This design comes from an exercise in tuning for small area and a short achievable clock period on the open sky130 flow, not from production work.
At most, simulation tests tie the RTL to the original design; equivalence was not proved.
No functional check of the RTL was part of run 1.
Power is estimated from default activity; no workload was simulated.

## flow/run.sh

```bash
#!/bin/bash
# synth_recipe.tcl (not shown) runs the flow's synth.tcl, then flattens the netlist and writes it again
# the make line also repeats each setting of config.mk as NAME=value (left out here)
make -C /OpenROAD-flow-scripts/flow DESIGN_CONFIG=/design/flow/config.mk WORK_HOME=/design/flow/orfs CLKGATE_MAP_FILE= SYNTH_SCRIPT=/design/flow/synth_recipe.tcl finish
```

## flow/constraint.sdc

```tcl
create_clock -name core_clock -period 9.0 [get_ports {clk}]
set_input_delay 1.8000 -clock core_clock [delete_from_list [all_inputs] [get_ports {clk}]]
set_output_delay 1.8000 -clock core_clock [all_outputs]
set_load 0.01 [all_outputs]
```

## flow/config.mk

```make
export PLATFORM = sky130hd
export DESIGN_NAME = riscv_ppu
export DESIGN_NICKNAME = riscv_ppu
export VERILOG_FILES = /design/flow/design.v
export SDC_FILE = /design/flow/constraint.sdc
export NUM_CORES = 4
export LEC_CHECK = 0
export ABC_CLOCK_PERIOD_IN_PS = 4000
export CAP_MARGIN = 20
export CORE_MARGIN = 2
export CORE_UTILIZATION = 40
export PLACE_DENSITY = 0.6
export SETUP_SLACK_MARGIN = 4.5
export SLEW_MARGIN = 20
```

## flow/design.v

```verilog
module riscv_ppu (
    input             clk,
    input             reset,
    output [31:0]     imem_addr,
    input  [31:0]     imem_data,
    output            dmem_en,
    output            dmem_rw,
    output            dmem_se,
    output [1:0]      dmem_size,
    output [31:0]     dmem_addr,
    output [31:0]     dmem_wdata,
    input  [31:0]     dmem_rdata
);
    reg  [31:0] pc;
    reg  [31:0] id_ir;
    reg  [31:0] id_pc;
    reg  [31:0] ex_a;        
    reg  [31:0] ex_b;        
    reg  [31:0] ex_t;        
    reg  [4:0]  ex_rd;
    reg         ex_rf;       
    reg         ex_ld;       
    reg         ex_en;       
    reg         ex_st;       
    reg         ex_se;
    reg  [1:0]  ex_size;
    reg  [2:0]  ex_bt;       
    reg         ex_jalr;
    reg         ex_link;     
    reg         ex_sub;
    reg         ex_sra;
    reg  [2:0]  ex_fn;
    reg  [31:0] mem_res;
    reg  [31:0] mem_sd;
    reg  [4:0]  mem_rd;
    reg         mem_rf, mem_ld, mem_en, mem_st, mem_se;
    reg  [1:0]  mem_size;
    reg  [31:0] wb_pw;
    reg  [4:0]  wb_rd;
    reg         wb_rf;
    reg  [31:0] rf [1:31];
    wire [6:0] op  = id_ir[6:0];
    wire [2:0] f3  = id_ir[14:12];
    wire [6:0] f7  = id_ir[31:25];
    wire [4:0] rs1 = id_ir[19:15];
    wire [4:0] rs2 = id_ir[24:20];
    wire [4:0] rd  = id_ir[11:7];
    wire f7z = (f7 == 7'b0000000);
    wire f7s = (f7 == 7'b0100000);
    wire o_opimm = (op == 7'b0010011);
    wire o_op    = (op == 7'b0110011);
    wire o_lui   = (op == 7'b0110111);
    wire o_auipc = (op == 7'b0010111);
    wire o_load  = (op == 7'b0000011);
    wire o_store = (op == 7'b0100011);
    wire o_br    = (op == 7'b1100011);
    wire o_jal   = (op == 7'b1101111);
    wire o_jalr  = (op == 7'b1100111);
    wire v_opimm = o_opimm & (f3 != 3'b001) & ((f3 != 3'b101) | f7z | f7s);
    wire v_op    = o_op & (((f3 != 3'b000) & (f3 != 3'b101)) | f7z | f7s);
    wire v_load  = o_load & (f3 != 3'b011) & (f3 != 3'b110) & (f3 != 3'b111);
    wire v_store = o_store & (f3[2] == 1'b0) & (f3[1:0] != 2'b11);
    wire is_sh   = o_store & (f3 == 3'b001);
    wire src1 = v_opimm | v_load | is_sh | o_jalr;           
    wire src2 = v_op | (v_store & ~is_sh) | o_br;            
    wire id_rf = v_opimm | v_op | o_lui | o_auipc | v_load | o_jal | o_jalr;
    wire stall = ex_ld & ((rs1 == ex_rd) | (~src1 & (rs2 == ex_rd)));
    wire [31:0] imm_i = {{20{id_ir[31]}}, id_ir[31:20]};
    wire [31:0] imm_s = {{20{id_ir[31]}}, id_ir[31:25], id_ir[11:7]};
    wire [31:0] imm_u = {id_ir[31:12], 12'b0};
    wire [31:0] imm_b = {{20{id_ir[31]}}, id_ir[7], id_ir[30:25], id_ir[11:8], 1'b0};
    wire [31:0] imm_j = {{12{id_ir[31]}}, id_ir[19:12], id_ir[20], id_ir[30:21], 1'b0};
    wire [31:0] id_ta = id_pc + (o_jal ? imm_j : imm_b);
    reg [31:0] rf_a, rf_b;
    integer k;
    always @(*) begin
        rf_a = 32'b0;
        rf_b = 32'b0;
        for (k = 1; k < 32; k = k + 1) begin
            if (rs1 == k) rf_a = rf[k];
            if (rs2 == k) rf_b = rf[k];
        end
    end
    wire [31:0] ex_alu;
    wire [31:0] mem_pw = mem_ld ? dmem_rdata : mem_res;
    wire src12 = src1 | src2;
    wire a_ex  = src12 & ex_rf  & (rs1 == ex_rd);
    wire a_mem = src12 & mem_rf & (rs1 == mem_rd);
    wire a_wb  = src12 & wb_rf  & (rs1 == wb_rd);
    wire b_ex  = src2  & ex_rf  & (rs2 == ex_rd);
    wire b_mem = src2  & mem_rf & (rs2 == mem_rd);
    wire b_wb  = src2  & wb_rf  & (rs2 == wb_rd);
    wire [31:0] fwd_a = a_ex ? ex_alu : a_mem ? mem_pw : a_wb ? wb_pw : rf_a;
    wire [31:0] fwd_b = b_ex ? ex_alu : b_mem ? mem_pw : b_wb ? wb_pw : rf_b;
    wire use_imm_i = o_opimm | o_load | o_jalr;
    wire [31:0] id_a = o_auipc ? id_pc : o_lui ? 32'b0 : fwd_a;
    wire [31:0] id_b = use_imm_i ? imm_i : o_store ? imm_s : (o_lui | o_auipc) ? imm_u : fwd_b;
    wire [31:0] id_t = o_br ? id_ta : fwd_b;
    wire [31:0] b_in = ex_b ^ {32{ex_sub}};
    wire [32:0] sum  = {1'b0, ex_a} + {1'b0, b_in} + {32'b0, ex_sub};
    wire eq   = (ex_a == ex_b);
    wire neg  = sum[31];
    wire slt  = ex_a[31] & ~ex_b[31] & ~sum[31];
    wire sltu = ~sum[32];
    wire        left = (ex_fn == 3'b001);
    reg  [31:0] sh_in, sh_rev;
    integer j;
    always @(*) begin
        for (j = 0; j < 32; j = j + 1) begin
            sh_in[j] = left ? ex_a[31-j] : ex_a[j];
        end
    end
    wire        fill   = ex_sra & ex_a[31] & ~left;
    wire [63:0] sh_ext = {{32{fill}}, sh_in};
    wire [31:0] sh_out = sh_ext >> ex_b[4:0];
    always @(*) begin
        for (j = 0; j < 32; j = j + 1) begin
            sh_rev[j] = sh_out[31-j];
        end
    end
    reg [31:0] alu_r;
    always @(*) begin
        case (ex_fn)
            3'b000: alu_r = sum[31:0];
            3'b001: alu_r = sh_rev;
            3'b010: alu_r = {31'b0, slt};
            3'b011: alu_r = {31'b0, sltu};
            3'b100: alu_r = ex_a ^ ex_b;
            3'b101: alu_r = sh_out;
            3'b110: alu_r = ex_a | ex_b;
            default: alu_r = ex_a & ex_b;
        endcase
    end
    assign ex_alu = alu_r;
    wire cond = ((ex_bt == 3'b010) & eq) |
                ((ex_bt == 3'b001) & ~eq) |
                (ex_bt[2] & ~ex_bt[0] & ~eq & neg) |
                (ex_bt[2] &  ex_bt[0] & (eq | ~neg));
    wire [31:0] pc_in = cond ? ex_t :
                        o_jal ? id_ta :
                        ex_jalr ? {sum[31:1], 1'b0} :
                        pc + 32'd4;
    wire flush_if = cond | (o_jal & ~stall) | ex_jalr;
    wire flush_ex = cond | (ex_jalr & ~o_jal);
    always @(posedge clk) begin
        if (reset)
            pc <= 32'b0;
        else if (!stall)
            pc <= pc_in;
    end
    always @(posedge clk) begin
        if (reset | flush_if) begin
            id_ir[1:0]   <= 2'b0;
            id_ir[19:15] <= 5'b0;
            id_ir[24:20] <= 5'b0;
        end else if (!stall) begin
            id_ir[1:0]   <= imem_data[1:0];
            id_ir[19:15] <= imem_data[19:15];
            id_ir[24:20] <= imem_data[24:20];
        end
        if (!stall) begin
            id_ir[14:2]  <= imem_data[14:2];
            id_ir[31:25] <= imem_data[31:25];
            id_pc        <= pc;
        end
    end
    always @(posedge clk) begin
        if (reset | flush_ex | stall) begin
            ex_rf   <= 1'b0;
            ex_ld   <= 1'b0;
            ex_en   <= 1'b0;
            ex_bt   <= 3'b0;
            ex_jalr <= 1'b0;
        end else begin
            ex_rf   <= id_rf;
            ex_ld   <= v_load;
            ex_en   <= v_load | v_store;
            ex_bt   <= o_br ? ((f3 == 3'b000) ? 3'b010 : f3) : 3'b000;
            ex_jalr <= o_jalr;
        end
        ex_a    <= id_a;
        ex_b    <= id_b;
        ex_t    <= id_t;
        ex_rd   <= rd;
        ex_st   <= o_store;
        ex_se   <= ~f3[2] & ~f3[1];
        ex_size <= f3[1:0];
        ex_link <= o_jal | o_jalr;
        ex_sub  <= o_br | ((v_op | v_opimm) & (f3[2:1] == 2'b01)) | (o_op & (f3 == 3'b000) & f7s);
        ex_sra  <= f7s;
        ex_fn   <= (o_op | o_opimm) ? f3 : 3'b000;
    end
    always @(posedge clk) begin
        if (reset) begin
            mem_rf <= 1'b0;
            mem_en <= 1'b0;
        end else begin
            mem_rf <= ex_rf;
            mem_en <= ex_en;
        end
        mem_res  <= ex_link ? id_pc : ex_alu;
        mem_sd   <= ex_t;
        mem_rd   <= ex_rd;
        mem_ld   <= ex_ld;
        mem_st   <= ex_st;
        mem_se   <= ex_se;
        mem_size <= ex_size;
    end
    always @(posedge clk) begin
        if (reset)
            wb_rf <= 1'b0;
        else
            wb_rf <= mem_rf;
        wb_pw <= mem_pw;
        wb_rd <= mem_rd;
    end
    genvar g;
    generate
        for (g = 1; g < 32; g = g + 1) begin : rfw
            always @(posedge clk)
                if (wb_rf && wb_rd == g)
                    rf[g] <= wb_pw;
        end
    endgenerate
    assign imem_addr  = pc;
    assign dmem_en    = mem_en;
    assign dmem_rw    = mem_st;
    assign dmem_se    = mem_se;
    assign dmem_size  = mem_size;
    assign dmem_addr  = mem_res;
    assign dmem_wdata = mem_sd;
endmodule
```

==> notes.md, run 1 <==
Synth cell types -> 103
Critical Path RT -> 9.76 ns
Area after DPL -> 70790 sq um
Largest net degree at the start of global routing -> 53
Initial drt markers -> 13450
Fill count -> 14710
Hold depth -> 0
Routed via count -> 62870
Num CTS Buffers -> 146
Clock root buffer master -> clkbuf_16
Vias/cell -> 7.559
Sequential fraction of design power -> 42.9%
FF+latch count, synth -> 1320
Post-Syn Nets -> 5960
Finished Cell Area -> 77260 sq um
Relative max-transition margin -> 16.47%
Max cap viols -> 0
Starting density of the core -> 40.22%
Measured slew at the worst slew-check pin -> 1.251 ns
Clk pwr share -> 33.8%
Cts hold-fix bufs -> 0
Highest Signal Layer -> met5
FMAX -> 206.1 MHz
Area of the multi-input gates -> 27820 sq um
Outcome -> timing/DRC/antenna clean
Setup-failing EPs final -> 0
Sw frac -> 34.41%
Critical path peak fanout -> 34
Die area -> 166500 sq um
Fin. Hold Viols -> 0
Logic pwr share -> 23.3%
Fin Clk Skew -> 0.04480 ns
Worst Path Arrival -> 5.62 ns
Synthesized area per cell -> 11.33 sq um
H-tree depth -> 4
GRT Total Usage -> 46.74%
Rows -> 148
Storage cell area -> 36910 sq um
Hold crit path type -> reg -> reg
Residual DRC -> 0
CTS tree -> done
CP endpoint kind -> register
Kind of critical path -> reg -> reg
Dominant synthesized flop cell -> edfxtp_1
CP top delay family -> compound AO/OA/AOI/OAI gates
Area of the core -> 162400 sq um
Leakage power -> 26.42 nW
Nets -> 6191
Share of cells above drive strength 1 -> 15.71%
Initial antenna violation count -> 42
Vias in the first global route -> 57380
Clock Latency Late Sink -> 0.85 ns
Setup tns final -> 0 ns
TritonRoute pass-1 iters -> 10
Internal -> 0.01225 W
Shortest period the worst path allows -> 4.851 ns
Total Wirelength -> 399700 microns
Post-synth EDFFs -> 1044
Worst reg-to-reg path cell count -> 12
Wire length of the first global-routing pass -> 528100 microns
Metal-1 WL -> 127800 microns
RSZ-0062 raised after global routing -> true
Sequential-to-total area share from yosys stat -> 56.46%
Synth warnings -> 2
Met3 WL -> 60790 microns
Die X-Extent -> 408.1 microns
Hold WS -> 0.3214 ns
Psw -> 0.006423 W
Layout area overhead -> 18.30%
Slowest-stage cell, CP -> a31oi_1
Worst setup SP type -> register
Port bufs -> 166
Final Slew Violations -> 0
# IOs -> 167
Async S/R FF share, synth -> 0%
Cells after synthesis -> 5765
Met2 routed WL -> 163900 microns
Worst path buffer plus inverter count -> 2
Cell Pwr Density -> 241.6 nW/um^2
Post-DRT Antenna Nets -> 0
Synthesized cell area -> 65310 sq um
Die H -> 408.1 microns
Maximum VDD drop -> 220.2 uV
GRT overflow -> 0
Reg clk slew, reported paths -> 0.06 ns
Clock buffer depth -> 3
DR WL/cell -> 48.06 microns
Cell count along the critical path -> 12
Post-DP HPWL -> 273500 microns
Crit share post-route -> 53.90%
Gpl congestion -> 1.129
CP peak stage delay -> 0.62 ns
Crit-path cells -> buf_8 -> nand3b_1 -> nor2_2 -> buf_4 -> a22oi_1 -> nand4_1 -> a211oi_1 -> nor4_4 -> o21ai_0 -> a31oi_1 -> a211o_1 -> a31o_2
Clock sink count -> 1320
[registers in the layout, summed over array words and instances, names as in the netlist, 3 cells and up]
| register | flops |
|---|---|
| ex_bt | 3 |
| id_pc | 32 |
| ex_rd | 5 |
| pc | 32 |
| wb_pw | 32 |
| ex_fn | 3 |
| mem_sd | 32 |
| ex_t | 32 |
| id_ir | 32 |
| wb_rd | 5 |
| rf | 992 |
| ex_b | 32 |
| ex_a | 32 |
| mem_res | 32 |
| mem_rd | 5 |
[worst register-to-register path, stage by stage, from the launching register on]
cell and delay, ns:
dfxtp_2 0.51, buf_8 0.34, nand3b_1 0.51, nor2_2 0.28, buf_4 0.54, a22oi_1 0.28, nand4_1 0.17, a211oi_1 0.12
nor4_4 0.54, o21ai_0 0.24, a31oi_1 0.62, a211o_1 0.41, a31o_2 0.23
[metal layers]
metal,vias up,track usage (%)
li1,23460,-
met1,30700,53.27
met2,6651,67.39
met3,2009,20.19
met4,42,39.25
met5,-,0.8908
[cell usage after synthesis (80+ instances only)]
master	instances	area share, %
a21oi_1	295	2.3
a221oi_1	80	1.1
a22oi_1	494	5.7
clkbuf_1	320	1.8
dfxtp_1	276	8.5
edfxtp_1	1044	48
ha_1	127	2.4
inv_1	112	0.64
nand2_1	433	2.5
nand3_1	179	1.4
nor2_1	403	2.3
nor3_1	88	0.67
o21ai_0	274	2.1
o22ai_1	156	1.5
xor2_1	83	1.1
[power by group through the flow]
stage                     clock [W]  sequential (W)  combinational (W)
after detailed placement          0         0.00810            0.00395
after floorplan                   0         0.00816            0.00145
final                       0.00630         0.00802            0.00435
after CTS                   0.00627         0.00798            0.00403
after global routing        0.00649         0.00801            0.00435
after global placement            0         0.00811            0.00397
[final timing paths]
kind                            slack [ns]                   to              startpoint
worst max register to register        4.15     ex_b[22]$_DFF_P_  id_ir[22]$_SDFFE_PP0N_
worst max-delay path                  4.15     ex_b[22]$_DFF_P_  id_ir[22]$_SDFFE_PP0N_
worst min register to register        0.32  mem_size[1]$_DFF_P_      ex_size[1]$_DFF_P_
worst min-delay path                  0.32  mem_size[1]$_DFF_P_      ex_size[1]$_DFF_P_
[cell usage in the layout (no fill, tap or decap), drive strengths merged, types with 61 or more instances in the layout]
master,synthesis,routed
nand2,433,433
clkbuf,320,182
clkdlybuf4s50,0,166
nand4,76,76
dfxtp,276,276
o22ai,156,156
o21ai,279,279
nand3,179,179
nor2,403,403
and3,64,64
a221oi,80,80
a211oi,61,61
edfxtp,1044,1044
ha,127,127
xor2,83,83
a22oi,494,494
a21oi,295,295
inv,117,127
nor3,89,89
a31oi,72,72
buf,88,321
[what timing repair did]
| item | CTS | global route |
|---|---|---|
| setup buffers | 23 | 11 |
| resized for setup | 132 | 97 |
| setup endpoints to repair | 144 | 106 |
| pin swaps | 13 | 10 |
| gates cloned | 1 | 1 |
[cell type report]
| class | instances | area share, % |
|---|---|---|
| antenna | 26 | 0.08421 |
| clock buffer | 179 | 5.019 |
| clock inverter | 89 | 1.352 |
| inverter | 119 | 0.5976 |
| multi-input combinational | 3918 | 36.01 |
| sequential | 1320 | 47.77 |
| tap | 2175 | 3.522 |
| timing repair buffer | 491 | 5.637 |
[kinds of logic after synthesis]
family                   share of synthesized area, %
flip-flops                                      56.46
XOR/XNOR                                        1.851
AO/OA/AOI/OAI                                   21.55
multiplexers                                    3.496
AND/OR/NAND/NOR                                 10.98
adder cells (fa/ha/maj)                         2.494
buffers and inverters                           3.169
[metrics by stage]
stage,setup slack [ns],util (%),power (W),instances
after floorplan,4.520,-,0.009607,5765
after global placement,1.958,43.57,0.01207,7975
after detailed placement,2.389,43.59,0.01206,7977
after CTS,4.333,47.11,0.01827,8269
after global routing,4.449,47.54,0.01885,8292
final,4.149,47.57,0.01867,8317
==> run 2: changes to the inputs <==
--- a/flow/design.v
+++ b/flow/design.v
@@ -30,6 +30,7 @@
     reg         ex_sub;
     reg         ex_sra;
     reg  [2:0]  ex_fn;
+    reg         ex_left;     
     reg  [31:0] mem_res;
     reg  [31:0] mem_sd;
     reg  [4:0]  mem_rd;
@@ -71,18 +72,20 @@
     wire [31:0] imm_b = {{20{id_ir[31]}}, id_ir[7], id_ir[30:25], id_ir[11:8], 1'b0};
     wire [31:0] imm_j = {{12{id_ir[31]}}, id_ir[19:12], id_ir[20], id_ir[30:21], 1'b0};
     wire [31:0] id_ta = id_pc + (o_jal ? imm_j : imm_b);
-    reg [31:0] rf_a, rf_b;
-    integer k;
-    always @(*) begin
-        rf_a = 32'b0;
-        rf_b = 32'b0;
-        for (k = 1; k < 32; k = k + 1) begin
-            if (rs1 == k) rf_a = rf[k];
-            if (rs2 == k) rf_b = rf[k];
-        end
-    end
+    wire [31:0] dec_a = 32'b1 << rs1;
+    wire [31:0] dec_b = 32'b1 << rs2;
+    wire [31:0] rf_a, rf_b;
+    wire [1023:0] rf_q;
+    assign rf_q[31:0] = 32'b0;
+    genvar gq;
+    generate
+        for (gq = 1; gq < 32; gq = gq + 1) begin : rfq
+            assign rf_q[32*gq +: 32] = rf[gq];
+        end
+    endgenerate
+    rf_read rda (.q(rf_q), .sel(dec_a), .y(rf_a));
+    rf_read rdb (.q(rf_q), .sel(dec_b), .y(rf_b));
     wire [31:0] ex_alu;
-    wire [31:0] mem_pw = mem_ld ? dmem_rdata : mem_res;
     wire src12 = src1 | src2;
     wire a_ex  = src12 & ex_rf  & (rs1 == ex_rd);
     wire a_mem = src12 & mem_rf & (rs1 == mem_rd);
@@ -90,29 +93,60 @@
     wire b_ex  = src2  & ex_rf  & (rs2 == ex_rd);
     wire b_mem = src2  & mem_rf & (rs2 == mem_rd);
     wire b_wb  = src2  & wb_rf  & (rs2 == wb_rd);
-    wire [31:0] fwd_a = a_ex ? ex_alu : a_mem ? mem_pw : a_wb ? wb_pw : rf_a;
-    wire [31:0] fwd_b = b_ex ? ex_alu : b_mem ? mem_pw : b_wb ? wb_pw : rf_b;
-    wire use_imm_i = o_opimm | o_load | o_jalr;
-    wire [31:0] id_a = o_auipc ? id_pc : o_lui ? 32'b0 : fwd_a;
-    wire [31:0] id_b = use_imm_i ? imm_i : o_store ? imm_s : (o_lui | o_auipc) ? imm_u : fwd_b;
-    wire [31:0] id_t = o_br ? id_ta : fwd_b;
-    wire [31:0] b_in = ex_b ^ {32{ex_sub}};
-    wire [32:0] sum  = {1'b0, ex_a} + {1'b0, b_in} + {32'b0, ex_sub};
+    wire fa_ex  = a_ex;
+    wire fa_mem = ~a_ex & a_mem;
+    wire fa_wb  = ~a_ex & ~a_mem & a_wb;
+    wire fa_rf  = ~a_ex & ~a_mem & ~a_wb;
+    wire fb_ex  = b_ex;
+    wire fb_mem = ~b_ex & b_mem;
+    wire fb_wb  = ~b_ex & ~b_mem & b_wb;
+    wire fb_rf  = ~b_ex & ~b_mem & ~b_wb;
+    wire use_imm = o_opimm | o_load | o_jalr | o_store | o_lui | o_auipc;
+    wire [31:0] imm = o_store ? imm_s : (o_lui | o_auipc) ? imm_u : imm_i;
+    wire sa_pc  = o_auipc;
+    wire sa_on  = ~o_auipc & ~o_lui;
+    wire sa_ex  = sa_on & fa_ex;
+    wire sa_mem = sa_on & fa_mem;
+    wire sa_wb  = sa_on & fa_wb;
+    wire sa_rf  = sa_on & fa_rf;
+    wire sb_imm = use_imm;
+    wire sb_ex  = ~use_imm & fb_ex;
+    wire sb_mem = ~use_imm & fb_mem;
+    wire sb_wb  = ~use_imm & fb_wb;
+    wire sb_rf  = ~use_imm & fb_rf;
+    wire st_ta  = o_br;
+    wire st_ex  = ~o_br & fb_ex;
+    wire st_mem = ~o_br & fb_mem;
+    wire st_wb  = ~o_br & fb_wb;
+    wire st_rf  = ~o_br & fb_rf;
+    wire mem_pl = mem_ld;    
+    wire [31:0] id_a = ({32{sa_ex}} & ex_alu) |
+                       ({32{sa_mem & mem_pl}} & dmem_rdata) | ({32{sa_mem & ~mem_pl}} & mem_res) |
+                       ({32{sa_wb}} & wb_pw) | ({32{sa_rf}} & rf_a) | ({32{sa_pc}} & id_pc);
+    wire [31:0] id_b = ({32{sb_ex}} & ex_alu) |
+                       ({32{sb_mem & mem_pl}} & dmem_rdata) | ({32{sb_mem & ~mem_pl}} & mem_res) |
+                       ({32{sb_wb}} & wb_pw) | ({32{sb_rf}} & rf_b) | ({32{sb_imm}} & imm);
+    wire [31:0] id_t = ({32{st_ex}} & ex_alu) |
+                       ({32{st_mem & mem_pl}} & dmem_rdata) | ({32{st_mem & ~mem_pl}} & mem_res) |
+                       ({32{st_wb}} & wb_pw) | ({32{st_rf}} & rf_b) | ({32{st_ta}} & id_ta);
+    wire [31:0] mem_pw = mem_ld ? dmem_rdata : mem_res;
+    wire [31:0] b_in  = ex_b ^ {32{ex_sub}};
+    wire [33:0] sum_x = {1'b0, ex_a, 1'b1} + {1'b0, b_in, ex_sub};
+    wire [31:0] sum   = sum_x[32:1];
     wire eq   = (ex_a == ex_b);
     wire neg  = sum[31];
     wire slt  = ex_a[31] & ~ex_b[31] & ~sum[31];
-    wire sltu = ~sum[32];
-    wire        left = (ex_fn == 3'b001);
+    wire sltu = ~sum_x[33];
     reg  [31:0] sh_in, sh_rev;
     integer j;
     always @(*) begin
         for (j = 0; j < 32; j = j + 1) begin
-            sh_in[j] = left ? ex_a[31-j] : ex_a[j];
-        end
-    end
-    wire        fill   = ex_sra & ex_a[31] & ~left;
-    wire [63:0] sh_ext = {{32{fill}}, sh_in};
-    wire [31:0] sh_out = sh_ext >> ex_b[4:0];
+            sh_in[j] = ex_left ? ex_a[31-j] : ex_a[j];
+        end
+    end
+    wire        fill   = ex_sra & ex_a[31];
+    wire [32:0] sh_x   = $signed({fill, sh_in}) >>> ex_b[4:0];
+    wire [31:0] sh_out = sh_x[31:0];
     always @(*) begin
         for (j = 0; j < 32; j = j + 1) begin
             sh_rev[j] = sh_out[31-j];
@@ -121,7 +155,7 @@
     reg [31:0] alu_r;
     always @(*) begin
         case (ex_fn)
-            3'b000: alu_r = sum[31:0];
+            3'b000: alu_r = sum;
             3'b001: alu_r = sh_rev;
             3'b010: alu_r = {31'b0, slt};
             3'b011: alu_r = {31'b0, sltu};
@@ -187,7 +221,8 @@
         ex_size <= f3[1:0];
         ex_link <= o_jal | o_jalr;
         ex_sub  <= o_br | ((v_op | v_opimm) & (f3[2:1] == 2'b01)) | (o_op & (f3 == 3'b000) & f7s);
-        ex_sra  <= f7s;
+        ex_sra  <= f7s & (f3 == 3'b101);
+        ex_left <= f3 == 3'b001;
         ex_fn   <= (o_op | o_opimm) ? f3 : 3'b000;
     end
     always @(posedge clk) begin
@@ -230,3 +265,31 @@
     assign dmem_addr  = mem_res;
     assign dmem_wdata = mem_sd;
 endmodule
+module rf_read (
+    input  [1023:0] q,
+    input  [31:0]   sel,
+    output [31:0]   y
+);
+    genvar b, k;
+    generate
+        for (b = 0; b < 32; b = b + 1) begin : bits
+            wire [10:0] n;
+            for (k = 0; k < 10; k = k + 1) begin : g
+                rf_aoi3 u (.a(q[32*(3*k+1)+b]), .sa(sel[3*k+1]),
+                           .b(q[32*(3*k+2)+b]), .sb(sel[3*k+2]),
+                           .c(q[32*(3*k+3)+b]), .sc(sel[3*k+3]), .y(n[k]));
+            end
+            rf_nand2 u31 (.a(q[32*31+b]), .b(sel[31]), .y(n[10]));
+            rf_nand11 uo (.x(n), .y(y[b]));
+        end
+    endgenerate
+endmodule
+module rf_aoi3 (input a, input sa, input b, input sb, input c, input sc, output y);
+    assign y = ~((a & sa) | (b & sb) | (c & sc));
+endmodule
+module rf_nand2 (input a, input b, output y);
+    assign y = ~(a & b);
+endmodule
+module rf_nand11 (input [10:0] x, output y);
+    assign y = ~&x;
+endmodule
--- a/flow/config.mk
+++ b/flow/config.mk
@@ -12,3 +12,4 @@
 export PLACE_DENSITY = 0.6
 export SETUP_SLACK_MARGIN = 4.5
 export SLEW_MARGIN = 20
+export SYNTH_HIERARCHICAL = 1
==> notes.md, run 2 <==
Outcome -> timing/DRC/antenna clean
GRT Total Usage -> 34.79% (-12 points)
Critical Path RT -> 9.59 ns (-0.17 ns)
RSZ-0062 raised after global routing -> true
Final Slew Violations -> 0 (unchanged)
Max cap viols -> 0 (unchanged)
Nets -> 5147 (-17%)
Worst Path Arrival -> 5.22 ns (-0.40 ns)
Finished Cell Area -> 71000 sq um (-8.1%)
Leakage power -> 24.58 nW (-7.0%)
Initial drt markers -> 12360 (-8.1%)
Hold crit path type -> reg -> reg
M3 GR Usage -> 9.726% (-10 points)
Initial antenna violation count -> 30 (-29%)
FMAX -> 216.3 MHz (+4.9%)
Reg clk slew, reported paths -> 0.06 ns (about the same)
Routed via count -> 51250 (-18%)
Reg with most FFs -> rf
Clock root buffer master -> clkbuf_16
Share of cells above drive strength 1 -> 13.05% (-2.7 points)
Wire length of the first global-routing pass -> 381600 microns (-28%)
Setup-failing EPs final -> 0 (unchanged)
Gpl congestion -> 1.033 (-8.6%)
Most frequent cells in the layout -> 1044 x edfxtp_1, 642 x a222oi_1, 285 x nand2_1
DR WL/cell -> 39.44 microns (-18%)
Critical path peak fanout -> 18 (-47%)
Placement Setup Slack -> 3.608 ns (+1.219 ns)
Clock buffer depth -> 3 (unchanged)
Synthesized cell area -> 60780 sq um (-6.9%)
CP endpoint kind -> register
Synthesized area per cell -> 13.06 sq um (+15%)
Hold WS -> 0.3272 ns (+0.005740 ns)
Max reg flops -> 992 (unchanged)
Relative max-transition margin -> 19.62% (+3.2 points)
CTS tree -> done
GR peak layer -> met2
GRT overflow -> 0 (unchanged)
Port bufs -> 166 (unchanged)
Clock Latency Late Sink -> 0.80 ns (-0.05 ns)
Maximum VDD drop -> 178.3 uV (-19%)
# IOs -> 167 (unchanged)
Rows -> 143 (-3.4%)
Die H -> 393.8 microns (-3.5%)
Fin Clk Skew -> 0.03200 ns (-0.01280 ns)
Starting density of the core -> 40.16% (-0.059 points)
Shortest period the worst path allows -> 4.622 ns (-0.2286 ns)
H-tree depth -> 4 (unchanged)
Area after DPL -> 66060 sq um (-6.7%)
Final setup margin -> 4.378 ns (+0.2286 ns)
Most common cell after layout, fill and taps aside -> edfxtp_1
Crit share post-route -> 51.36% (-2.5 points)
Post-Syn Nets -> 4852 (-19%)
Num CTS Buffers -> 142 (-2.7%)
TritonRoute pass-1 iters -> 13 (+3)
Area of the core -> 151400 sq um (-6.8%)
Cts hold-fix bufs -> 0 (unchanged)
Kind of critical path -> reg -> reg
Residual DRC -> 0 (unchanged)
Cells after synthesis -> 4656 (-19%)
Cell Pwr Density -> 245.6 nW/um^2 (+1.6%)
Setup tns final -> 0 ns (unchanged)
Post-DP HPWL -> 187900 microns (-31%)
Largest net degree at the start of global routing -> 70 (+32%)
Vias/cell -> 7.201 (-4.7%)
Die X-Extent -> 393.8 microns (-3.5%)
Reg2Reg Setup Slack -> 4.38 ns (+0.23 ns)
Fin. Hold Viols -> 0 (unchanged)
Die area -> 155100 sq um (-6.9%)
Vias in the first global route -> 47330 (-18%)
Measured slew at the worst slew-check pin -> 1.203 ns (-0.04849 ns)
Layout area overhead -> 16.80%
Grt met2 use -> 52.44% (-15 points)
Total Wirelength -> 280700 microns (-30%)
Clock sink count -> 1321 (+0.076%)
Worst setup SP type -> register
Synth warnings -> 8 (+6)
Met1 Usage GRT -> 44.68% (-8.6 points)
Post-DRT Antenna Nets -> 0 (unchanged)
[run 2: layout make-up]
type / instances / area, sq um
multi-input combinational: 3015 / 23370
sequential: 1321 / 36910
clock inverter: 70 / 623.1
timing repair buffer: 348 / 3082
tap: 2030 / 2540
inverter: 123 / 462.9
antenna: 22 / 55.05
clock buffer: 188 / 3964
fill: 13510 / 80370
[run 2: through the flow]
step	power [W]	instances	util [%]
6_report	0.01744	7117	46.91
5_1_grt	0.01776	7096	46.87
4_1_cts	0.01722	7090	46.75
3_5_place_dp	0.01148	6831	43.65
3_3_place_gp	0.01146	6831	43.65
2_1_floorplan	0.009427	4656	-
[run 2: worst max-delay path, stage by stage (launching register included)]
cell and delay [ns]:
dfxtp_1 0.66, nand2_1 0.57, nor2_4 0.73, buf_4 0.44
a222oi_1 0.19, nand4_1 0.38, or3_1 0.27, mux2i_1 0.20
o22ai_1 0.19, a21oi_1 0.07, a21oi_1 0.69
[run 2: repair_timing]
action,CTS,global route
setup endpoints to repair,98,98
setup buffers,1,5
pin swaps,4,8
resized for setup,23,34
[run 2: power by group]
part,total [W],switching [W],internal [W]
Sequential,0.00791,0.000416,0.00749
Clock,0.00581,0.00252,0.00329
Combinational,0.00372,0.00272,0.00100
Total,0.0174,0.00565,0.0118
[run 2: final timing paths]
kind | from | endpoint | depth (start not counted)
setup / recovery | id_ir[23]$_SDFFE_PP0N_ | ex_t[1]$_DFF_P_ | 10
hold / removal | ex_se$_DFF_P_ | mem_se$_DFF_P_ | 0
setup reg to reg | id_ir[23]$_SDFFE_PP0N_ | ex_t[1]$_DFF_P_ | 10
hold reg to reg | ex_se$_DFF_P_ | mem_se$_DFF_P_ | 0
[run 2: layer usage]
metal  part of all wire [%]  up-vias
li1                       -    20470
met1                     35    25310
met2                     43     4593
met3                     14      858
met4                    7.3       20
met5                  0.052        -
==> run 3: changes to the inputs <==
--- a/flow/design.v
+++ b/flow/design.v
@@ -14,6 +14,7 @@
     reg  [31:0] pc;
     reg  [31:0] id_ir;
     reg  [31:0] id_pc;
+    reg         id_v;        
     reg  [31:0] ex_a;        
     reg  [31:0] ex_b;        
     reg  [31:0] ex_t;        
@@ -48,15 +49,15 @@
     wire [4:0] rd  = id_ir[11:7];
     wire f7z = (f7 == 7'b0000000);
     wire f7s = (f7 == 7'b0100000);
-    wire o_opimm = (op == 7'b0010011);
-    wire o_op    = (op == 7'b0110011);
-    wire o_lui   = (op == 7'b0110111);
-    wire o_auipc = (op == 7'b0010111);
-    wire o_load  = (op == 7'b0000011);
-    wire o_store = (op == 7'b0100011);
-    wire o_br    = (op == 7'b1100011);
-    wire o_jal   = (op == 7'b1101111);
-    wire o_jalr  = (op == 7'b1100111);
+    wire o_opimm = id_v & (op == 7'b0010011);
+    wire o_op    = id_v & (op == 7'b0110011);
+    wire o_lui   = id_v & (op == 7'b0110111);
+    wire o_auipc = id_v & (op == 7'b0010111);
+    wire o_load  = id_v & (op == 7'b0000011);
+    wire o_store = id_v & (op == 7'b0100011);
+    wire o_br    = id_v & (op == 7'b1100011);
+    wire o_jal   = id_v & (op == 7'b1101111);
+    wire o_jalr  = id_v & (op == 7'b1100111);
     wire v_opimm = o_opimm & (f3 != 3'b001) & ((f3 != 3'b101) | f7z | f7s);
     wire v_op    = o_op & (((f3 != 3'b000) & (f3 != 3'b101)) | f7z | f7s);
     wire v_load  = o_load & (f3 != 3'b011) & (f3 != 3'b110) & (f3 != 3'b111);
@@ -65,13 +66,14 @@
     wire src1 = v_opimm | v_load | is_sh | o_jalr;           
     wire src2 = v_op | (v_store & ~is_sh) | o_br;            
     wire id_rf = v_opimm | v_op | o_lui | o_auipc | v_load | o_jal | o_jalr;
-    wire stall = ex_ld & ((rs1 == ex_rd) | (~src1 & (rs2 == ex_rd)));
+    wire stall = ex_ld & (id_v ? ((rs1 == ex_rd) | (~src1 & (rs2 == ex_rd)))
+                               : (ex_rd == 5'd0));
     wire [31:0] imm_i = {{20{id_ir[31]}}, id_ir[31:20]};
     wire [31:0] imm_s = {{20{id_ir[31]}}, id_ir[31:25], id_ir[11:7]};
     wire [31:0] imm_u = {id_ir[31:12], 12'b0};
     wire [31:0] imm_b = {{20{id_ir[31]}}, id_ir[7], id_ir[30:25], id_ir[11:8], 1'b0};
     wire [31:0] imm_j = {{12{id_ir[31]}}, id_ir[19:12], id_ir[20], id_ir[30:21], 1'b0};
-    wire [31:0] id_ta = id_pc + (o_jal ? imm_j : imm_b);
+    wire [31:0] id_ta = id_pc + (id_ir[3] ? imm_j : imm_b);
     wire [31:0] dec_a = 32'b1 << rs1;
     wire [31:0] dec_b = 32'b1 << rs2;
     wire [31:0] rf_a, rf_b;
@@ -101,10 +103,13 @@
     wire fb_mem = ~b_ex & b_mem;
     wire fb_wb  = ~b_ex & ~b_mem & b_wb;
     wire fb_rf  = ~b_ex & ~b_mem & ~b_wb;
-    wire use_imm = o_opimm | o_load | o_jalr | o_store | o_lui | o_auipc;
-    wire [31:0] imm = o_store ? imm_s : (o_lui | o_auipc) ? imm_u : imm_i;
-    wire sa_pc  = o_auipc;
-    wire sa_on  = ~o_auipc & ~o_lui;
+    wire use_rs2 = id_ir[5] & ~id_ir[2] & (id_ir[4] | id_ir[6]);
+    wire use_imm = ~use_rs2;
+    wire is_u    = id_ir[2] & ~id_ir[6];            
+    wire [31:0] imm = id_ir[2] ? (id_ir[6] ? imm_i : imm_u) : (id_ir[5] ? imm_s : imm_i);
+    wire id_sub = o_br | ((v_op | v_opimm) & (f3[2:1] == 2'b01)) | (o_op & (f3 == 3'b000) & f7s);
+    wire sa_pc  = is_u & ~id_ir[5];
+    wire sa_on  = ~is_u;
     wire sa_ex  = sa_on & fa_ex;
     wire sa_mem = sa_on & fa_mem;
     wire sa_wb  = sa_on & fa_wb;
@@ -123,19 +128,19 @@
     wire [31:0] id_a = ({32{sa_ex}} & ex_alu) |
                        ({32{sa_mem & mem_pl}} & dmem_rdata) | ({32{sa_mem & ~mem_pl}} & mem_res) |
                        ({32{sa_wb}} & wb_pw) | ({32{sa_rf}} & rf_a) | ({32{sa_pc}} & id_pc);
-    wire [31:0] id_b = ({32{sb_ex}} & ex_alu) |
-                       ({32{sb_mem & mem_pl}} & dmem_rdata) | ({32{sb_mem & ~mem_pl}} & mem_res) |
-                       ({32{sb_wb}} & wb_pw) | ({32{sb_rf}} & rf_b) | ({32{sb_imm}} & imm);
+    wire [31:0] b_oth = ({32{sb_mem & mem_pl}} & dmem_rdata) | ({32{sb_mem & ~mem_pl}} & mem_res) |
+                        ({32{sb_wb}} & wb_pw) | ({32{sb_rf}} & rf_b) | ({32{sb_imm}} & imm);
+    wire [31:0] id_b = ({32{sb_ex & ~id_sub}} & ex_alu) | ({32{sb_ex & id_sub}} & ~ex_alu) |
+                       ({32{~sb_ex}} & (b_oth ^ {32{id_sub}}));
     wire [31:0] id_t = ({32{st_ex}} & ex_alu) |
                        ({32{st_mem & mem_pl}} & dmem_rdata) | ({32{st_mem & ~mem_pl}} & mem_res) |
                        ({32{st_wb}} & wb_pw) | ({32{st_rf}} & rf_b) | ({32{st_ta}} & id_ta);
     wire [31:0] mem_pw = mem_ld ? dmem_rdata : mem_res;
-    wire [31:0] b_in  = ex_b ^ {32{ex_sub}};
-    wire [33:0] sum_x = {1'b0, ex_a, 1'b1} + {1'b0, b_in, ex_sub};
+    wire [33:0] sum_x = {1'b0, ex_a, 1'b1} + {1'b0, ex_b, ex_sub};
     wire [31:0] sum   = sum_x[32:1];
-    wire eq   = (ex_a == ex_b);
+    wire eq   = &(ex_a ^ ex_b);           
     wire neg  = sum[31];
-    wire slt  = ex_a[31] & ~ex_b[31] & ~sum[31];
+    wire slt  = ex_a[31] & ex_b[31] & ~sum[31];
     wire sltu = ~sum_x[33];
     reg  [31:0] sh_in, sh_rev;
     integer j;
@@ -170,10 +175,8 @@
                 ((ex_bt == 3'b001) & ~eq) |
                 (ex_bt[2] & ~ex_bt[0] & ~eq & neg) |
                 (ex_bt[2] &  ex_bt[0] & (eq | ~neg));
-    wire [31:0] pc_in = cond ? ex_t :
-                        o_jal ? id_ta :
-                        ex_jalr ? {sum[31:1], 1'b0} :
-                        pc + 32'd4;
+    wire [31:0] pc_nb = o_jal ? id_ta : ex_jalr ? {sum[31:1], 1'b0} : pc + 32'd4;
+    wire [31:0] pc_in = cond ? ex_t : pc_nb;
     wire flush_if = cond | (o_jal & ~stall) | ex_jalr;
     wire flush_ex = cond | (ex_jalr & ~o_jal);
     always @(posedge clk) begin
@@ -183,19 +186,13 @@
             pc <= pc_in;
     end
     always @(posedge clk) begin
-        if (reset | flush_if) begin
-            id_ir[1:0]   <= 2'b0;
-            id_ir[19:15] <= 5'b0;
-            id_ir[24:20] <= 5'b0;
-        end else if (!stall) begin
-            id_ir[1:0]   <= imem_data[1:0];
-            id_ir[19:15] <= imem_data[19:15];
-            id_ir[24:20] <= imem_data[24:20];
-        end
+        if (reset | flush_if)
+            id_v <= 1'b0;
+        else if (!stall)
+            id_v <= 1'b1;
         if (!stall) begin
-            id_ir[14:2]  <= imem_data[14:2];
-            id_ir[31:25] <= imem_data[31:25];
-            id_pc        <= pc;
+            id_ir <= imem_data;
+            id_pc <= pc;
         end
     end
     always @(posedge clk) begin
@@ -220,7 +217,7 @@
         ex_se   <= ~f3[2] & ~f3[1];
         ex_size <= f3[1:0];
         ex_link <= o_jal | o_jalr;
-        ex_sub  <= o_br | ((v_op | v_opimm) & (f3[2:1] == 2'b01)) | (o_op & (f3 == 3'b000) & f7s);
+        ex_sub  <= id_sub;
         ex_sra  <= f7s & (f3 == 3'b101);
         ex_left <= f3 == 3'b001;
         ex_fn   <= (o_op | o_opimm) ? f3 : 3'b000;
==> flow/config.mk (replaced) <==
export PLATFORM = sky130hd
export DESIGN_NAME = riscv_ppu
export DESIGN_NICKNAME = riscv_ppu
export VERILOG_FILES = /design/flow/design.v
export SDC_FILE = /design/flow/constraint.sdc
export NUM_CORES = 4
export LEC_CHECK = 0
export ABC_CLOCK_PERIOD_IN_PS = 3000
export CAP_MARGIN = 20
export CORE_MARGIN = 2
export CORE_UTILIZATION = 40
export PLACE_DENSITY = 0.6
export SETUP_SLACK_MARGIN = 5
export SLEW_MARGIN = 20
export SYNTH_HIERARCHICAL = 1
==> notes.md, run 3 <==
Fill count -> 13610 (+0.73%)
Cell Pwr Density -> 235.2 nW/um^2 (-4.2%)
Vias/cell -> 7.168 (-0.46%)
Rows -> 143 (unchanged)
Maximum VDD drop -> 178.2 uV (about the same)
Worst setup SP type -> register
Initial antenna violation count -> 28 (-6.7%)
Clock root buffer master -> clkbuf_16
Share of cells above drive strength 1 -> 15.08% (+2.0 points)
Clock buffer depth -> 3 (unchanged)
RSZ-0062 raised after global routing -> true
DR WL/cell -> 39.84 microns (+1.0%)
TritonRoute pass-1 iters -> 14 (+1)
GRT Total Usage -> 35.54% (+0.75 points)
Synth warnings -> 8 (unchanged)
CP top delay family -> compound AO/OA/AOI/OAI gates
Grt met2 use -> 52.95% (+0.51 points)
Max reg flops -> 992 (unchanged)
Setup tns final -> 0 ns (unchanged)
Clock sink count -> 1322 (+0.076%)
Sequential fraction of design power -> 45.5% (+0.2 points)
Max cap viols -> 0 (unchanged)
M3 GR Usage -> 9.414% (-0.31 points)
Port bufs -> 166 (unchanged)
Hold crit path type -> reg -> reg
Internal -> 0.01153 W (-2.1%)
Critical path peak fanout -> 43 (+25)
Worst Path Arrival -> 4.79 ns (-0.43 ns)
Hold depth -> 0 (unchanged)
Die H -> 394.5 microns (+0.18%)
Leakage power -> 24.22 nW (-1.5%)
Final Slew Violations -> 0 (unchanged)
CP peak stage delay -> 0.63 ns (-0.10 ns)
Cells after synthesis -> 4746 (+1.9%)
Storage cell area -> 37080 sq um (+0.47%)
Layout area overhead -> 18.01%
Reg clk slew, reported paths -> 0.06 ns (about the same)
Area of the multi-input gates -> 23920 sq um (+2.4%)
Setup-failing EPs final -> 0 (unchanged)
Post-DRT Antenna Nets -> 0 (unchanged)
Largest net degree at the start of global routing -> 56 (-20%)
Post-DP HPWL -> 189600 microns (+0.92%)
Routed via count -> 51770 (+1.0%)
Clock Latency Late Sink -> 0.82 ns (+0.02 ns)
H-tree depth -> 4 (unchanged)
GRT overflow -> 0 (unchanged)
Initial drt markers -> 11830 (-4.3%)
Most frequent cells in the layout -> 1056 x edfxtp_1, 672 x a222oi_1, 345 x nand2_1
Synthesized area per cell -> 12.85 sq um (-1.5%)
Most used cell, CP -> a21oi_1
Synthesized cell area -> 61010 sq um (+0.37%)
Total Wirelength -> 287700 microns (+2.5%)
Fin Clk Skew -> 0.04054 ns (+0.008541 ns)
Wire length of the first global-routing pass -> 388300 microns (+1.8%)
Fin. Hold Viols -> 0 (unchanged)
Gpl congestion -> 1.043 (+0.95%)
Num CTS Buffers -> 144 (+1.4%)
Psw -> 0.005399 W (-4.5%)
Vias in the first global route -> 47700 (+0.79%)
CTS tree -> done
Crit-path cells -> buf_4 -> nand2b_1 -> a31oi_1 -> a21oi_1 -> o21ai_0 -> mux2i_1 -> o22ai_1 -> o221ai_1 -> a21oi_2 -> a21oi_1
Kind of critical path -> reg -> reg
Nets -> 5240 (+1.8%)
Cell count along the critical path -> 10 (unchanged)
CP endpoint kind -> register
Logic pwr share -> 20.8% (-0.5 points)
Measured slew at the worst slew-check pin -> 1.052 ns (-0.1504 ns)
Starting density of the core -> 40.21% (+0.052 points)
Critical Path RT -> 9.64 ns (+0.05 ns)
Sw frac -> 31.88% (-0.54 points)
Die X-Extent -> 394.5 microns (+0.18%)
Die area -> 155700 sq um (+0.36%)
Met1 Usage GRT -> 45.37% (+0.69 points)
Residual DRC -> 0 (unchanged)
Reg with most FFs -> rf
Crit share post-route -> 46.10% (-5.3 points)
Shortest period the worst path allows -> 4.149 ns (-0.4737 ns)
Clk pwr share -> 33.6% (+0.3 points)
FMAX -> 241.0 MHz (+11%)
Hold WS -> 0.3256 ns (-0.001593 ns)
Cts hold-fix bufs -> 0 (unchanged)
Relative max-transition margin -> 29.33% (+9.7 points)
Outcome -> timing/DRC/antenna clean
Post-Syn Nets -> 4909 (+1.2%)
# IOs -> 167 (unchanged)
Most common cell after layout, fill and taps aside -> edfxtp_1
Worst path buffer plus inverter count -> 1 (unchanged)
Worst reg-to-reg path cell count -> 10 (unchanged)
Slowest-stage cell, CP -> o221ai_1
GR peak layer -> met2
Area of the core -> 151700 sq um (+0.24%)
run 3: repair_timing:
item                                    4_1_cts  5_1_grt
gates cloned                                  1        1
pin swaps                                     3       15
resized for setup                            96       74
endpoints found under the setup margin      202      103
setup buffers                                17       22
run 3: power groups by stage:
stage,registers (W),clock network [W],logic (W)
after floorplan,0.00796,0,0.00119
after global placement,0.00783,0,0.00320
after detailed placement,0.00782,0,0.00321
after CTS,0.00768,0.00570,0.00330
after global routing,0.00770,0.00596,0.00357
final,0.00771,0.00569,0.00353
run 3: final timing paths:
kind	from	endpoint	slack (ns)
setup / recovery	ex_left$_DFF_P_	ex_t[5]$_DFF_P_	4.85
hold / removal	ex_size[1]$_DFF_P_	mem_size[1]$_DFF_P_	0.33
setup reg to reg	ex_left$_DFF_P_	ex_t[5]$_DFF_P_	4.85
hold reg to reg	ex_size[1]$_DFF_P_	mem_size[1]$_DFF_P_	0.33
run 3: per-layer routing:
metal | share of wire [%] | vias up
met3 | 14 | 772
met1 | 35 | 25640
met2 | 43 | 4499
li1 | - | 20830
met5 | 0.066 | -
met4 | 8.2 | 28
run 3: metrics by stage:
stage,utilization [%],worst slack [ns],total power (W),instances,instance area [sq um]
6_report,47.45,4.851,0.01693,7222,72000
5_1_grt,47.45,4.927,0.01723,7218,71990
4_1_cts,47.08,4.983,0.01669,7193,71420
3_5_place_dp,43.78,3.504,0.01103,6919,66430
3_3_place_gp,43.78,3.642,0.01103,6919,66420
2_1_floorplan,-,5.063,0.009151,4746,61010
run 3: layout make-up:
class | instances | share of cell area, %
Clock inverter | 75 | 0.7351
Tap cell | 2030 | 3.528
Clock buffer | 181 | 5.400
Multi-Input combinational cell | 3096 | 33.22
Timing Repair Buffer | 398 | 4.956
Inverter | 114 | 0.6343
Timing Repair inverter | 1 | 0.006951
Sequential cell | 1322 | 51.50
Antenna cell | 5 | 0.01738
==> run 4: changes to the inputs <==
--- a/flow/design.v
+++ b/flow/design.v
@@ -85,8 +85,11 @@
             assign rf_q[32*gq +: 32] = rf[gq];
         end
     endgenerate
-    rf_read rda (.q(rf_q), .sel(dec_a), .y(rf_a));
-    rf_read rdb (.q(rf_q), .sel(dec_b), .y(rf_b));
+    wire [31:0] rf_a_n, rf_b_n;
+    rf_read rda (.q(rf_q), .sel(dec_a), .y_n(rf_a_n));
+    rf_read rdb (.q(rf_q), .sel(dec_b), .y_n(rf_b_n));
+    assign rf_a = ~rf_a_n;
+    assign rf_b = ~rf_b_n;
     wire [31:0] ex_alu;
     wire src12 = src1 | src2;
     wire a_ex  = src12 & ex_rf  & (rs1 == ex_rd);
@@ -265,7 +268,7 @@
 module rf_read (
     input  [1023:0] q,
     input  [31:0]   sel,
-    output [31:0]   y
+    output [31:0]   y_n      
 );
     genvar b, k;
     generate
@@ -277,7 +280,11 @@
                            .c(q[32*(3*k+3)+b]), .sc(sel[3*k+3]), .y(n[k]));
             end
             rf_nand2 u31 (.a(q[32*31+b]), .b(sel[31]), .y(n[10]));
-            rf_nand11 uo (.x(n), .y(y[b]));
+            wire [2:0] m;
+            rf_nand4 uo0 (.a(n[0]), .b(n[1]), .c(n[2]), .d(n[3]), .y(m[0]));
+            rf_nand4 uo1 (.a(n[4]), .b(n[5]), .c(n[6]), .d(n[7]), .y(m[1]));
+            rf_nand3 uo2 (.a(n[8]), .b(n[9]), .c(n[10]), .y(m[2]));
+            rf_nor3  uo3 (.a(m[0]), .b(m[1]), .c(m[2]), .y(y_n[b]));
         end
     endgenerate
 endmodule
@@ -287,6 +294,12 @@
 module rf_nand2 (input a, input b, output y);
     assign y = ~(a & b);
 endmodule
-module rf_nand11 (input [10:0] x, output y);
-    assign y = ~&x;
-endmodule
+module rf_nand4 (input a, input b, input c, input d, output y);
+    assign y = ~(a & b & c & d);
+endmodule
+module rf_nand3 (input a, input b, input c, output y);
+    assign y = ~(a & b & c);
+endmodule
+module rf_nor3 (input a, input b, input c, output y);
+    assign y = ~(a | b | c);
+endmodule
==> flow/flow/run.sh (new file) <==
#!/bin/bash
# Own layout flow: the standard ORFS flow (standard.sh, with the standard
# synthesis unchanged) with two resizer settings changed:
#  - ports buffered with buf_2 instead of the default delay-cell buffer.
# The clock period and I/O constraints are the design's (constraint.sdc is
# not touched). The flow's output goes to standard_flow.log; ORFS writes each
# step's log under orfs/logs/.
set -euo pipefail
MARGIN=6.0
bash standard.sh SETUP_SLACK_MARGIN=$MARGIN \
    "BUFFER_PORTS_ARGS=-buffer_cell sky130_fd_sc_hd__buf_2" \
    finish > standard_flow.log 2>&1
==> flow/standard.sh (new file) <==
#!/bin/bash
# synth_recipe.tcl (not shown) runs the flow's synth.tcl, then flattens the netlist and writes it again
# the make line also repeats each setting of config.mk as NAME=value (left out here)
make -C /OpenROAD-flow-scripts/flow DESIGN_CONFIG=/design/flow/config.mk WORK_HOME=/design/flow/orfs CLKGATE_MAP_FILE= SYNTH_SCRIPT=/design/flow/synth_recipe.tcl "${@:-finish}"
--- a/flow/config.mk
+++ b/flow/config.mk
@@ -9,7 +9,8 @@
 export CAP_MARGIN = 20
 export CORE_MARGIN = 2
 export CORE_UTILIZATION = 40
+export CTS_CLUSTER_DIAMETER = 100
+export CTS_CLUSTER_SIZE = 20
 export PLACE_DENSITY = 0.6
-export SETUP_SLACK_MARGIN = 5
 export SLEW_MARGIN = 20
 export SYNTH_HIERARCHICAL = 1
removed: flow/run.sh
==> notes.md, run 4 <==
Outcome -> timing/DRC/antenna clean
Maximum VDD drop -> 208.2 uV (+17%)
Cell Pwr Density -> 203.5 nW/um^2 (-13%)
Gpl congestion -> 1.024 (-1.8%)
Sequential fraction of design power -> 48.6% (+3.1 points)
Area of the core -> 151900 sq um (+0.12%)
Cells after synthesis -> 4732 (-0.29%)
Hold depth -> 0 (unchanged)
Storage cell area -> 37370 sq um (+0.78%)
Relative max-transition margin -> 17.50% (-12 points)
Vias/cell -> 7.292 (+1.7%)
Crit-path cells -> buf_6 -> buf_6 -> buf_6 -> nand3b_1 -> buf_4 -> nor2_4 -> buf_12 -> a222oi_1 -> nand4_1 -> nor3_2 -> a21oi_2 -> a222oi_1 -> a21oi_1
CTS tree -> done
Critical Path RT -> 9.53 ns (-0.11 ns)
Wire length of the first global-routing pass -> 395500 microns (+1.8%)
Total power -> 0.01592 W (-6.0%)
Die H -> 395.2 microns (+0.17%)
Die area -> 156200 sq um (+0.35%)
Reg2Reg Setup Slack -> 5.13 ns (+0.28 ns)
Final Slew Violations -> 0 (unchanged)
Reg with most FFs -> rf
FMAX -> 258.2 MHz (+7.1%)
Fill count -> 12900 (-5.2%)
R2r startpoint -> id_ir[24]$_DFFE_PN_
H-tree depth -> 3 (-1)
RSZ-0062 raised after global routing -> true
Worst reg-to-reg path cell count -> 13 (+3)
Crit share post-route -> 43.03% (-3.1 points)
Most used cell, CP -> buf_6
Most common cell after layout, fill and taps aside -> edfxtp_1
Largest net degree at the start of global routing -> 67 (+20%)
Worst setup SP type -> register
Fin. Hold Viols -> 0 (unchanged)
Clk pwr share -> 22.9% (-11 points)
Logic pwr share -> 28.5% (+7.7 points)
Most frequent cells in the layout -> 1056 x edfxtp_1, 680 x a222oi_1, 440 x buf_4
CP endpoint kind -> register
Vias in the first global route -> 49470 (+3.7%)
Share of cells above drive strength 1 -> 33.42% (+18 points)
GRT overflow -> 0 (unchanged)
Residual DRC -> 0 (unchanged)
Kind of critical path -> reg -> reg
Synthesized area per cell -> 12.94 sq um (+0.65%)
Initial antenna violation count -> 21 (-25%)
Synth warnings -> 8 (unchanged)
Layout area overhead -> 27.82%
Setup tns final -> 0 ns (unchanged)
Num CTS Buffers -> 76 (-47%)
Hold WS -> 0.3310 ns (+0.005455 ns)
Initial drt markers -> 13100 (+11%)
Fin Clk Skew -> 0.04428 ns (+0.003739 ns)
Max reg flops -> 992 (unchanged)
Nets -> 5590 (+6.7%)
End of the worst hold path -> mem_size[0]$_DFF_P_
Measured slew at the worst slew-check pin -> 1.233 ns (+0.1810 ns)
Setup-failing EPs final -> 0 (unchanged)
Sw frac -> 33.54% (+1.7 points)
Clock Latency Late Sink -> 0.72 ns (-0.10 ns)
CP peak stage delay -> 0.92 ns (+0.29 ns)
Total Wirelength -> 299800 microns (+4.2%)
Post-Syn Nets -> 4895 (-0.29%)
Slowest-stage cell, CP -> a222oi_1
Clock buffer depth -> 3 (unchanged)
Leakage power -> 26.56 nW (+9.7%)
Shortest period the worst path allows -> 3.873 ns (-0.2758 ns)
Rows -> 143 (unchanged)
Placement Setup Slack -> 3.900 ns (+0.3964 ns)
HP Start -> ex_size[0]$_DFF_P_
# IOs -> 167 (unchanged)
Starting density of the core -> 40.30% (+0.095 points)
DR WL/cell -> 39.97 microns (+0.33%)
Cts hold-fix bufs -> 0 (unchanged)
Internal -> 0.01058 W (-8.3%)
Reg clk slew, reported paths -> 0.10 ns (+0.04 ns)
Hold crit path type -> reg -> reg
Worst Path Arrival -> 4.40 ns (-0.39 ns)
Port bufs -> 166 (unchanged)
Die X-Extent -> 395.2 microns (+0.17%)
Post-DRT Antenna Nets -> 0 (unchanged)
Routed via count -> 54700 (+5.7%)
Synthesized cell area -> 61220 sq um (+0.35%)
Clock root buffer master -> clkbuf_16
Final setup margin -> 5.127 ns (+0.2758 ns)
TritonRoute pass-1 iters -> 13 (-1)
Area of the multi-input gates -> 27340 sq um (+14%)
GRT Total Usage -> 35.89% (+0.35 points)
Clock sink count -> 1322 (unchanged)
Max cap viols -> 0 (unchanged)
Psw -> 0.005340 W (-1.1%)
Post-DP HPWL -> 187600 microns (-1.1%)
Reg2reg end -> ex_t[5]$_DFF_P_
Critical path peak fanout -> 8 (-81%)
run 4: routing by layer:
metal	up-vias	track usage (%)	routed length, microns
met2	4917	52.66	125700
met3	938	13.22	48370
li1	21520	-	-
met4	12	17.62	19990
met5	-	0	72
met1	27320	46.70	105700
run 4: through the flow:
step | std cells | utilization [%] | cell area [sq um]
3_3_place_gp | 6884 | 43.28 | 65750
5_1_grt | 7487 | 51.49 | 78220
4_1_cts | 7275 | 49.06 | 74520
3_5_place_dp | 6888 | 43.34 | 65840
6_report | 7501 | 51.52 | 78260
2_1_floorplan | 4732 | - | 61680
run 4: timing repair:
action                     4_1_cts  5_1_grt
cloned                          26       17
setup buffers                  253      195
pin swaps                      265      245
gates resized for setup        883      374
hold endpoints to repair         0        0
setup endpoints to repair      295      244
run 4: cell type report:
class / instances / area share [%]
multi-input cells: 3073 / 34.94
diodes: 14 / 0.04477
well taps: 2030 / 3.246
repair buffers: 824 / 10.54
inverters: 130 / 0.7275
flip-flops and latches: 1322 / 47.75
clock inverters: 6 / 0.08634
clock buffers: 102 / 2.664
run 4: power groups by stage:
stage / registers (W) / logic [W] / clock network [W]
3_5_place_dp: 0.00784 / 0.00312 / 0
5_1_grt: 0.00773 / 0.00455 / 0.00384
3_3_place_gp: 0.00785 / 0.00310 / 0
2_1_floorplan: 0.00795 / 0.00124 / 0
6_report: 0.00773 / 0.00454 / 0.00365
4_1_cts: 0.00770 / 0.00390 / 0.00363
run 4: how the worst max path moves through the flow:
| stage | slack, ns | from | cells past startpoint | end |
|---|---|---|---|---|
| final | 5.13 | id_ir[24]$_DFFE_PN_ | 13 | ex_t[5]$_DFF_P_ |
| after global routing | 5.30 | id_ir[24]$_DFFE_PN_ | 13 | ex_t[5]$_DFF_P_ |
| after CTS | 5.53 | id_ir[24]$_DFFE_PN_ | 13 | ex_t[24]$_DFF_P_ |
| after detailed placement | 3.90 | ex_b[0]$_DFF_P_ | 11 | ex_t[24]$_DFF_P_ |
| after global placement | 3.93 | ex_b[0]$_DFF_P_ | 11 | ex_t[24]$_DFF_P_ |
| after floorplan | 5.76 | ex_b[1]$_DFF_P_ | 17 | pc[28]$_SDFFE_PP0N_ |
run 4: critical path: cells and delay by family, from the launching register on:
kind | cells | cell delay [ns]
AO/OA/AOI/OAI | 4 | 1.67
buffers and inverters | 5 | 0.68
flip-flops | 1 | 0.39
AND/OR/NAND/NOR | 4 | 0.92
==> run 5: changes to the inputs <==
--- a/flow/flow/run.sh
+++ b/flow/flow/run.sh
@@ -6,7 +6,7 @@
 # not touched). The flow's output goes to standard_flow.log; ORFS writes each
 # step's log under orfs/logs/.
 set -euo pipefail
-MARGIN=6.0
+MARGIN=5.5
 bash standard.sh SETUP_SLACK_MARGIN=$MARGIN \
     "BUFFER_PORTS_ARGS=-buffer_cell sky130_fd_sc_hd__buf_2" \
     finish > standard_flow.log 2>&1
==> notes.md, run 5 <==
Outcome -> timing/DRC/antenna clean
Critical Path RT -> 9.56 ns (+0.03 ns)
DR WL/cell -> 39.80 microns (-0.42%)
Worst reg-to-reg path cell count -> 10 (-3)
Max cap viols -> 0 (unchanged)
Rows -> 143 (unchanged)
Hold crit path type -> reg -> reg
Post-DRT Antenna Nets -> 0 (unchanged)
Measured slew at the worst slew-check pin -> 1.128 ns (-0.1053 ns)
Clock Latency Late Sink -> 0.74 ns (+0.02 ns)
Fin. Hold Viols -> 0 (unchanged)
Wire length of the first global-routing pass -> 381800 microns (-3.5%)
Clock sink count -> 1322 (unchanged)
Crit path launch -> id_ir[24]$_DFFE_PN_
Worst Path Arrival -> 4.52 ns (+0.12 ns)
Routed via count -> 52670 (-3.7%)
Vias in the first global route -> 46990 (-5.0%)
Setup-failing EPs final -> 0 (unchanged)
Vias/cell -> 7.332 (+0.54%)
# IOs -> 167 (unchanged)
Die X-Extent -> 395.2 microns (unchanged)
Most common cell after layout, fill and taps aside -> edfxtp_1
Residual DRC -> 0 (unchanged)
FMAX -> 252.3 MHz (-2.3%)
Total Wirelength -> 285900 microns (-4.6%)
Post-DP HPWL -> 186700 microns (-0.47%)
Synth warnings -> 8 (unchanged)
Final Slew Violations -> 0 (unchanged)
Finished Cell Area -> 71810 sq um (-8.2%)
Placement Setup Slack -> 3.410 ns (-0.4897 ns)
Fill count -> 13530 (+4.9%)
Starting density of the core -> 40.30% (unchanged)
CP endpoint kind -> register
Kind of critical path -> reg -> reg
Area of the core -> 151900 sq um (unchanged)
Clock root buffer master -> clkbuf_16
Synthesized cell area -> 61220 sq um (unchanged)
Cell Pwr Density -> 210.5 nW/um^2 (+3.5%)
Area after DPL -> 65710 sq um (-0.20%)
Die H -> 395.2 microns (unchanged)
Die area -> 156200 sq um (unchanged)
Fin Clk Skew -> 0.04720 ns (+0.002916 ns)
R2r startpoint -> id_ir[24]$_DFFE_PN_
Reg with most FFs -> rf
GRT Total Usage -> 34.65% (-1.2 points)
Hold depth -> 0 (unchanged)
Reg clk slew, reported paths -> 0.08 ns (-0.02 ns)
Critical path peak fanout -> 32 (+24)
Leakage power -> 23.97 nW (-9.8%)
Synthesized area per cell -> 12.94 sq um (unchanged)
Clock buffer depth -> 3 (unchanged)
Port bufs -> 166 (unchanged)
Share of cells above drive strength 1 -> 23.24% (-10 points)
TritonRoute pass-1 iters -> 13 (unchanged)
Crit share post-route -> 44.04% (+1.0 points)
Maximum VDD drop -> 248.3 uV (+19%)
HP Start -> ex_size[0]$_DFF_P_
Relative max-transition margin -> 24.79% (+7.3 points)
Fin util -> 47.27% (-4.2 points)
Final setup margin -> 5.036 ns (-0.09117 ns)
RSZ-0062 raised after global routing -> true
GRT overflow -> 0 (unchanged)
Max reg flops -> 992 (unchanged)
Largest net degree at the start of global routing -> 55 (-18%)
Worst setup SP type -> register
Gpl congestion -> 1.051 (+2.7%)
Layout area overhead -> 17.29%
H-tree depth -> 3 (unchanged)
Nets -> 5280 (-5.5%)
Initial drt markers -> 12860 (-1.8%)
CTS tree -> done
Most frequent cells in the layout -> 1056 x edfxtp_1, 680 x a222oi_1, 308 x nand2_1
Cells after synthesis -> 4732 (unchanged)
Num CTS Buffers -> 78 (+2.6%)
Shortest period the worst path allows -> 3.964 ns (+0.09117 ns)
Post-Syn Nets -> 4895 (unchanged)
Cts hold-fix bufs -> 0 (unchanged)
Setup tns final -> 0 ns (unchanged)
Initial antenna violation count -> 16 (-24%)
==> run 5: repair_timing <==
item / 4_1_cts / 5_1_grt
pin swaps: 48 / 85
cloned: 6 / 11
setup buffers: 60 / 93
endpoints found under the setup margin: 214 / 193
gates resized for setup: 269 / 245
==> run 5: cell type report <==
type	instances	area, sq um	area share (%)
timing repair inverter	1	5.005	0.006970
timing repair buffer	517	4282	5.963
clock inverter	10	110.1	0.1533
tap	2030	2540	3.537
sequential	1322	37170	51.76
inverter	130	525.5	0.7318
multi-input combinational	3067	25080	34.93
clock buffer	103	2088	2.908
antenna	4	10.01	0.01394
==> run 5: path summary, 6_finish.rpt <==
kind,slack [ns],end
setup / recovery,5.04,ex_t[23]$_DFF_P_
hold reg to reg,0.33,mem_size[0]$_DFF_P_
setup reg to reg,5.04,ex_t[23]$_DFF_P_
hold / removal,0.33,mem_size[0]$_DFF_P_
==> run 5: power by group <==
part           switching (W)  total (W)  internal (W)
combinational        0.00259    0.00364       0.00105
clock                0.00206    0.00371       0.00165
sequential          0.000398    0.00777       0.00738
==> run 5: worst max-delay path, stage by stage, from the launching register on <==
cell and delay (ns):
edfxtp_1 0.42, buf_12 0.18, or3b_4 0.31, nor2_4 0.06
buf_8 0.19, a222oi_1 0.42, nand4_1 0.51, nor3_2 0.40
a21oi_2 0.15, a222oi_1 0.96, o21ai_1 0.16
==> run 5: through the flow <==
stage | hold slack [ns] | power [W] | std cells
2_1_floorplan | 0.3096 | 0.009150 | 4732
3_3_place_gp | 0.3113 | 0.01090 | 6897
3_5_place_dp | 0.3136 | 0.01090 | 6897
4_1_cts | 0.3332 | 0.01468 | 7076
5_1_grt | 0.3350 | 0.01535 | 7181
6_report | 0.3320 | 0.01512 | 7184
==> run 5: per-layer routing <==
layer	global-route usage [%]	part of all wire, %
met5	1.108	0.13
met4	17.40	6.4
met3	11.81	16
met2	49.69	41
met1	46.45	36

-- separate check: timing with driven ports --
No port has a modelled driver above. Below, the same layouts with a new extraction and two added sets of constraints.
Step 1: set_driving_cell puts a clkbuf_16 on clk and a buf_2 on each other input, an assumption about the parent block.
Step 2 adds t to the input delays and takes it off the output delays; t is the mean of the earliest and latest rising clock arrival at the registers after step 1. Input paths then give back, and output paths get back, about the clock's delay inside the block.
Three values: ideal ports, drivers, drivers and shift; two values: the first two.
run | t (ns) | setup WS [ns] | worst setup path after step 2 | worst slew at a driven data input, ns
run 1 | 0.913 | 4.149 / 4.149 / 4.149 | register to register | 0.08
run 2 | 0.853 | 4.378 / 4.378 / 4.378 | register to register | 0.05
run 3 | 0.877 | 4.851 / 4.851 / 4.851 | register to register | 0.06
run 4 | 0.776 | 5.127 / 5.127 / 5.127 | register to register | 0.09
run 5 | 0.788 | 5.036 / 5.036 / 5.036 | register to register | 0.08
After both steps setup and hold are still met in every run listed.
